From an optimization exercise on the open Yosys and OpenROAD flow, aimed at small area; shortcuts taken in it are not production practice. Where RTL was checked, it was by simulation tests only, not by an equivalence proof against the original. No activity file was given, so power comes from the tool's default toggle rates.

==> garnet: inputs <==
## avalonBus
module avalonBus
(
	input wire clk,
	input wire n_rst,
	input wire slave_read,
	input wire slave_write,
	input wire [31:0] slave_writedata,
	input wire [31:0] slave_addr,
	output reg [31:0] slave_readdata,
	input wire [31:0] master_readdata,
	output reg master_read,
	output reg master_write,
	output reg [31:0] master_addr,
	output reg [31:0] master_writedata,
	output reg sobel_complete
);
Settings: LEC_CHECK=0, CAP_MARGIN=0, CORE_MARGIN=2, CORE_UTILIZATION=40, PLACE_DENSITY=0.6, SLEW_MARGIN=0; clock period 12.0 ns.
standard.sh (not shown) runs the stock make flow with config.mk's settings and CLKGATE_MAP_FILE= SYNTH_SCRIPT=/design/flow/synth_recipe.tcl, a recipe that flattens the netlist after the stock synthesis.
==> flow/flow/run.sh <==
#!/bin/bash
# The standard layout (standard.sh, standard synthesis unchanged), with:
#  - port buffers made from the smallest buffer cell (buf_1);
#  - a clock tree of clkbuf_4 in clusters of at most 10 sinks, without dummy loads;
#  - the synthesized tie cell kept as one cell (no per-load tie cells).
# make's full output goes to standard_flow.log; ORFS keeps each step's log under orfs/logs.
set -euo pipefail
bash standard.sh "BUFFER_PORTS_ARGS=-buffer_cell sky130_fd_sc_hd__buf_1" \
  "CTS_ARGS=-sink_clustering_enable -repair_clock_nets -dont_use_dummy_load -buf_list sky130_fd_sc_hd__clkbuf_4 -sink_clustering_size 10 -sink_clustering_max_diameter 40" \
  SKIP_REPAIR_TIE_FANOUT=1 finish > standard_flow.log 2>&1
==> inputs of yarrow, as changes to garnet <==
--- a/flow/design.v
+++ b/flow/design.v
@@ -24,27 +24,24 @@
 			c = (x[i] & y[i]) | (c & (x[i] ^ y[i]));
 		end
 	end
 endfunction
 localparam [1:0] S_IDLE = 2'd0, S_READ = 2'd1, S_WRITE = 2'd2;
 reg [1:0] s_state;
-reg [31:0] start_q, end_q;
-reg start_set, end_set;
-wire [31:0] startpixel = start_set ? start_q : 32'd0;
-wire [31:0] endpixel = end_set ? end_q : 32'd0;
+reg [31:0] startpixel, endpixel;
 reg status, control;
 wire a_hi0 = (slave_addr[31:3] == 29'd0);
 wire a1 = a_hi0 && slave_addr[2:0] == 3'd1;
 wire a2 = a_hi0 && slave_addr[2:0] == 3'd2;
 wire a3 = a_hi0 && slave_addr[2:0] == 3'd3;
 wire a4 = a_hi0 && slave_addr[2:0] == 3'd4;
 always_ff @(posedge clk, negedge n_rst) begin
 	if (!n_rst) begin
 		s_state <= S_IDLE;
-		start_set <= 1'b0;
-		end_set <= 1'b0;
+		startpixel <= 32'd0;
+		endpixel <= 32'd0;
 		status <= 1'b0;
 		control <= 1'b0;
 	end else begin
 		case (s_state)
 		S_IDLE: begin
 			if (slave_write && (a1 || a2 || a4)) s_state <= S_WRITE;
@@ -52,23 +49,19 @@
 			else if (slave_write && a3) s_state <= S_WRITE;
 		end
 		S_READ: if (!(slave_read && a3)) s_state <= S_IDLE;
 		default: s_state <= S_IDLE;
 		endcase
 		if (s_state == S_WRITE) begin
-			if (a1) start_set <= 1'b1;
-			if (a2) end_set <= 1'b1;
+			if (a1) startpixel <= slave_writedata;
+			if (a2) endpixel <= slave_writedata;
 			if (a3) status <= slave_writedata[0];
 			if (a4) control <= slave_writedata[0];
 		end
 	end
 end
-always_ff @(posedge clk) begin
-	if (s_state == S_WRITE && a1) start_q <= slave_writedata;
-	if (s_state == S_WRITE && a2) end_q <= slave_writedata;
-end
 always_comb begin
 	slave_readdata = 32'd0;
 	slave_readdata[0] = (s_state == S_READ) && a3 && status;
 end
 localparam [3:0] C_IDLE = 4'd0, C_GPA = 4'd1, C_FETCH = 4'd2, C_PREWAIT = 4'd3,
 	C_STORE = 4'd4, C_GRAY = 4'd5, C_WAIT2 = 4'd6, C_GSM = 4'd7, C_CHKOUT = 4'd8,
@@ -149,26 +142,28 @@
 always_comb begin
 	master_read = (m_state == M_READ) || (m_state == M_RD1);
 	master_write = m_wr;
 	master_addr = m_rd ? calc_address : (m_wr ? write_addr : 32'd0);
 	master_writedata = m_wr ? out_pixel : 32'd0;
 end
-localparam [4:0] W_IDLE = 5'd0, W_CALC1 = 5'd1, W_CALC2 = 5'd2, W_CALC3 = 5'd3, W_INCDEC = 5'd4,
-	W_NR1 = 5'd5, W_NR2 = 5'd6, W_INCROW = 5'd7, W_DONE = 5'd8,
-	W_DONE1 = 5'd17, W_DONE2 = 5'd18, W_DONE3 = 5'd19, W_DONEINCDEC = 5'd20,
-	W_DONEN1 = 5'd21, W_DONEN2 = 5'd22, W_DONEINCROW = 5'd23, W_ENDDONE = 5'd24;
+localparam [4:0] W_IDLE = 5'd0, W_CALC1 = 5'd1, W_DONE1 = 5'd2, W_CALC2 = 5'd3, W_DONE2 = 5'd4,
+	W_CALC3 = 5'd5, W_DONE3 = 5'd6, W_INCDEC = 5'd7, W_DONEINCDEC = 5'd8, W_NR1 = 5'd9,
+	W_DONEN1 = 5'd10, W_NR2 = 5'd11, W_DONEN2 = 5'd12, W_INCROW = 5'd13, W_DONEINCROW = 5'd14,
+	W_DONE = 5'd15, W_ENDDONE = 5'd16;
 reg [4:0] w_state;
 reg [7:0] col_cnt;
 reg [8:0] row_cnt;
 reg [1:0] matrix_cnt;
 reg [31:0] calc_q;
 reg w_edge;
 reg w_incdec;
 reg w_adp;
 reg get_addr;
-wire w_is_done = w_state[4];
+wire w_is_done = (w_state == W_DONE1) || (w_state == W_DONE2) || (w_state == W_DONE3) ||
+	(w_state == W_DONEINCDEC) || (w_state == W_DONEN1) || (w_state == W_DONEN2) ||
+	(w_state == W_DONEINCROW) || (w_state == W_ENDDONE);
 assign addr_done = w_is_done || ((w_state == W_IDLE) && w_adp);
 assign image_done = (w_state == W_ENDDONE) || (w_state == W_DONE);
 reg next_edge;
 always_comb begin
 	next_edge = w_edge;
 	if (w_state == W_IDLE && nx_pixel_en && w_edge) next_edge = 1'b0;
@@ -187,13 +182,13 @@
 wire [31:0] col3 = add32({23'd0, col_cnt, 1'b0}, {24'd0, col_cnt}, 1'b0);
 wire [31:0] offs_w = add32({14'd0, row15[12:0], 5'd0}, {22'd0, col3[9:0]}, 1'b0);
 wire [17:0] offs = offs_w[17:0];
 wire [17:0] incv = big ? ((w_state == W_NR1 && w_incdec) ? 18'd475 : 18'd478) : 18'd1;
 wire [31:0] add_a = first ? startpixel : calc_q;
 wire [17:0] add_b = first ? offs : incv;
-wire [31:0] add_s;   
+wire [31:0] add_s = add32(add_a, {14'd0, add_b}, 1'b0);
 assign calc_address = calc_q;
 always_ff @(posedge clk) if (upd) calc_q <= add_s;
 always_ff @(posedge clk, negedge n_rst) begin
 	if (!n_rst) begin
 		w_state <= W_IDLE;
 		col_cnt <= 8'd0;
@@ -241,13 +236,21 @@
 			end
 		end
 		W_INCROW: if (!w_adp) begin
 			row_cnt <= row_cnt + 9'd1;
 			w_state <= W_IDLE;
 		end
-		default: w_state[4] <= 1'b0;
+		W_DONE1: w_state <= W_CALC1;
+		W_DONE2: w_state <= W_CALC2;
+		W_DONE3: w_state <= W_CALC3;
+		W_DONEINCDEC: w_state <= W_INCDEC;
+		W_DONEN1: w_state <= W_NR1;
+		W_DONEN2: w_state <= W_NR2;
+		W_DONEINCROW: w_state <= W_INCROW;
+		W_ENDDONE: w_state <= W_DONE;
+		default: ;
 		endcase
 	end
 end
 reg [1:0] word_ph;        
 reg [7:0] carry;          
 reg [2:0] g_cnt;          
@@ -291,14 +294,13 @@
 	end
 end
 localparam [3:0] B_IDLE = 4'd0, B_FILL1 = 4'd1, B_FILL2 = 4'd2, B_FILL3 = 4'd3, B_FILL4 = 4'd4,
 	B_FILL5 = 4'd5, B_FILL6 = 4'd6, B_INC = 4'd7, B_DEC = 4'd8, B_SHIFT = 4'd9, B_SHIFTC = 4'd10;
 reg [3:0] b_state;
 reg [2:0] counter;
-reg shift_en, b_incdec, edge_found, shift_done;
-wire cs_prev = (c_state == C_GSM);
+reg shift_en, b_incdec, edge_found, shift_done, cs_prev;
 reg cs;
 reg fill_r;
 reg [3:0] b_next;
 reg [2:0] n_counter;
 reg n_shift_en, n_incdec, n_edge_found, n_shift_done;
 assign compute_sobel = cs;
@@ -378,36 +380,40 @@
 		b_state <= B_IDLE;
 		counter <= 3'd0;
 		shift_en <= 1'b0;
 		b_incdec <= 1'b1;
 		edge_found <= 1'b0;
 		shift_done <= 1'b0;
+		cs_prev <= 1'b0;
 	end else begin
 		b_state <= b_next;
 		counter <= n_counter;
 		shift_en <= n_shift_en;
 		b_incdec <= n_incdec;
 		edge_found <= n_edge_found;
 		shift_done <= n_shift_done;
+		cs_prev <= cs;
 	end
 end
 wire [2:0][7:0][7:0] cb;
 reg [1:0] rot;
-wire sv_q = (c_state == C_CHKOUT) && shift_en;
+reg sv_q;
 wire [1:0] rot_dec = (rot == 2'd0) ? 2'd2 : rot - 2'd1;
 wire fill_hi = (b_state == B_FILL1) || (b_state == B_FILL2) || (b_state == B_FILL3);
 wire fill_lo = (b_state == B_FILL4) || (b_state == B_FILL5) || (b_state == B_FILL6);
 wire [2:0] fill_row;
 assign fill_row[2] = (b_state == B_FILL1) || (b_state == B_FILL4);
 assign fill_row[1] = (b_state == B_FILL2) || (b_state == B_FILL5);
 assign fill_row[0] = (b_state == B_FILL3) || (b_state == B_FILL6);
 wire do_shift = (b_state == B_SHIFT);
 always_ff @(posedge clk, negedge n_rst) begin
 	if (!n_rst) begin
 		rot <= 2'd0;
+		sv_q <= 1'b0;
 	end else begin
+		sv_q <= do_shift;
 		if (sv_q) rot <= rot_dec;
 	end
 end
 wire [2:0] fill_phys;
 assign fill_phys[0] = (rot == 2'd0) ? fill_row[0] : (rot == 2'd1) ? fill_row[2] : fill_row[1];
 assign fill_phys[1] = (rot == 2'd0) ? fill_row[1] : (rot == 2'd1) ? fill_row[0] : fill_row[2];
@@ -446,18 +452,20 @@
 end
 endgenerate
 function automatic [7:0] pick(input [2:0] s, input [2:0][7:0] q);
 	pick = ({8{s[0]}} & q[0]) | ({8{s[1]}} & q[1]) | ({8{s[2]}} & q[2]);
 endfunction
 wire [7:0] x2 = pick(l2, yq), x1 = pick(l1, yq), x0 = pick(l0, yq);
-wire [31:0] aw = add32({24'd0, x2}, j1 ? ~{24'd0, x0} : {24'd0, x1}, j1);
-wire [31:0] bw = add32({24'd0, x1}, {24'd0, x0}, 1'b0);
-wire [10:0] ca = aw[10:0];
-wire [10:0] cb2 = {2'b00, bw[8:0]};
-wire [10:0] xu = j2 ? cb2 : ca;
-wire [10:0] xv = j0 ? cb2 : ca;
+wire [31:0] pw = add32({24'd0, x2}, {24'd0, x1}, 1'b0);
+wire [31:0] qw = add32({24'd0, x1}, {24'd0, x0}, 1'b0);
+wire [31:0] dw = add32({24'd0, x2}, ~{24'd0, x0}, 1'b1);
+wire [10:0] cp = {2'b00, pw[8:0]};
+wire [10:0] cq = {2'b00, qw[8:0]};
+wire [10:0] cd = {{2{dw[8]}}, dw[8:0]};
+wire [10:0] xu = j0 ? cp : (j1 ? cd : cq);
+wire [10:0] xv = j0 ? cq : (j1 ? cd : cp);
 wire nu = j2;
 wire nv = !j0;
 reg [10:0] acc_u, acc_v;
 wire [31:0] su = add32({21'd0, j0 ? 11'd0 : acc_u}, {21'd0, xu ^ {11{nu}}}, nu);
 wire [31:0] sv = add32({21'd0, j0 ? 11'd0 : acc_v}, {21'd0, xv ^ {11{nv}}}, nv);
 always_ff @(posedge clk) begin
@@ -481,18 +489,14 @@
 wire odd = rcnt[0];
 wire [31:0] r5 = add32({21'd0, rcnt, 2'b00}, {23'd0, rcnt}, 1'b0);
 wire [31:0] evw = add32({20'd0, r5[11:0]}, {27'd0, ccnt}, 1'b0);
 wire [31:0] odw = add32(32'd5, ~{27'd0, ccnt}, 1'b1);
 wire [29:0] ob = odd ? odw[29:0] : {18'd0, evw[11:0]};
 wire [31:0] oa = odd ? curr_addr : endpixel;
-wire winsel = (c_state == C_GPA) || (c_state == C_FETCH);
-wire [31:0] sh_a = winsel ? add_a : oa;
-wire [31:0] sh_b = winsel ? {14'd0, add_b} : {ob, 2'b00};
-wire [31:0] sh_s = add32(sh_a, sh_b, 1'b0);
-assign add_s = sh_s;
-wire [31:0] oadd_s = sh_s;
+wire [31:0] osw = add32({2'b00, oa[31:2]}, {2'b00, ob}, 1'b0);
+wire [31:0] oadd_s = {osw[29:0], oa[1:0]};
 assign out_full = (o_state == O_FULL);
 assign out_empty = (o_state == O_WRITE);
 always_ff @(posedge clk, negedge n_rst) begin
 	if (!n_rst) begin
 		o_state <= O_IDLE;
 		buffcnt <= 6'd0;
==> flow/flow/run.sh (replaced) <==
#!/bin/bash
# Standard layout, with the port buffers made from the smallest buffer cell.
set -euo pipefail
bash standard.sh "BUFFER_PORTS_ARGS=-buffer_cell sky130_fd_sc_hd__buf_1" finish > standard_flow.log 2>&1
==> flow/config.mk (replaced) <==
export PLATFORM = sky130hd
export DESIGN_NAME = avalonBus
export DESIGN_NICKNAME = avalonBus
export VERILOG_FILES = /design/flow/design.v
export SDC_FILE = /design/flow/constraint.sdc
export NUM_CORES = 4
export LEC_CHECK = 0
export CAP_MARGIN = 20
export CORE_MARGIN = 2
export CORE_UTILIZATION = 40
export PLACE_DENSITY = 0.6
export SLEW_MARGIN = 20
==> qor summary <==
Outcome: garnet complete, no violations; yarrow complete, no violations
Area fraction in compound gates after synthesis: garnet 10.1%; yarrow 8.11%
Net Sw Frac: garnet 23.5%; yarrow 22.2%
Reg-to-Reg End: garnet calc_q[31]; yarrow curr_addr[31]
Layout Cells excl Fill: garnet 3084; yarrow 3213
Arithmetic-cell share of the synthesized area counting full adders, half adders and majority gates: garnet 12.8%; yarrow 14.6%
Die area: garnet 66000 um^2; yarrow 68300 um^2
Multi-input combinational cell area: garnet 11100 um^2; yarrow 12300 um^2
Number of synthesized flops with an enable pin: garnet 360; yarrow 296
Wire length of the first global-routing pass: garnet 96.4 mm; yarrow 95.4 mm
Number of antenna violations at the first check in global routing: garnet 2; yarrow 0
Setup slack after layout: garnet 0.251 ns; yarrow 0.564 ns
Power share of the combinational group: garnet 5.5%; yarrow 4.7%
Routability Congestion: garnet 0.844; yarrow 0.866
Cell at the root of the clock tree: garnet clkbuf_4; yarrow clkbuf_16
Fraction of registers with async set/reset: garnet 17.9%; yarrow 31.5%
Post-placement setup slack: garnet -0.452 ns; yarrow 0.603 ns
Die height: garnet 257 um; yarrow 261 um
Sw Pwr: garnet 661 uW; yarrow 776 uW
Share of the clock period used by the worst path after layout: garnet 97.9%; yarrow 95.3%
Clkbuf count: garnet 79; yarrow 69
Final Core Density: garnet 44.3%; yarrow 45.1%
The RTL of yarrow was laid out without a check of its function.

separate check: timing with driven ports:
How much do the figures lean on ideal ports? The routed layouts below were timed once more, with nothing changed but the port constraints. Step 1 assumes that a clkbuf_16 drives the clock port and a buf_2 every other input. Step 2, shift: input delay + t, output delay - t, t = (earliest + latest rising clock arrival at the registers) / 2. This alone moves slack from input paths to output paths. a / b / c = ideal ports / drivers / drivers and shift; a / b = the first two.
| run | shift t [ns] | setup slack, ns | worst register clock-pin slew, ns |
|---|---|---|---|
| garnet | 0.859 | 0.251 / 0.251 / 0.251 | 0.11 / 0.11 |
| yarrow | 0.646 | 0.564 / 0.564 / 0.564 | 0.07 / 0.07 |
After both steps every run listed still meets setup and hold.
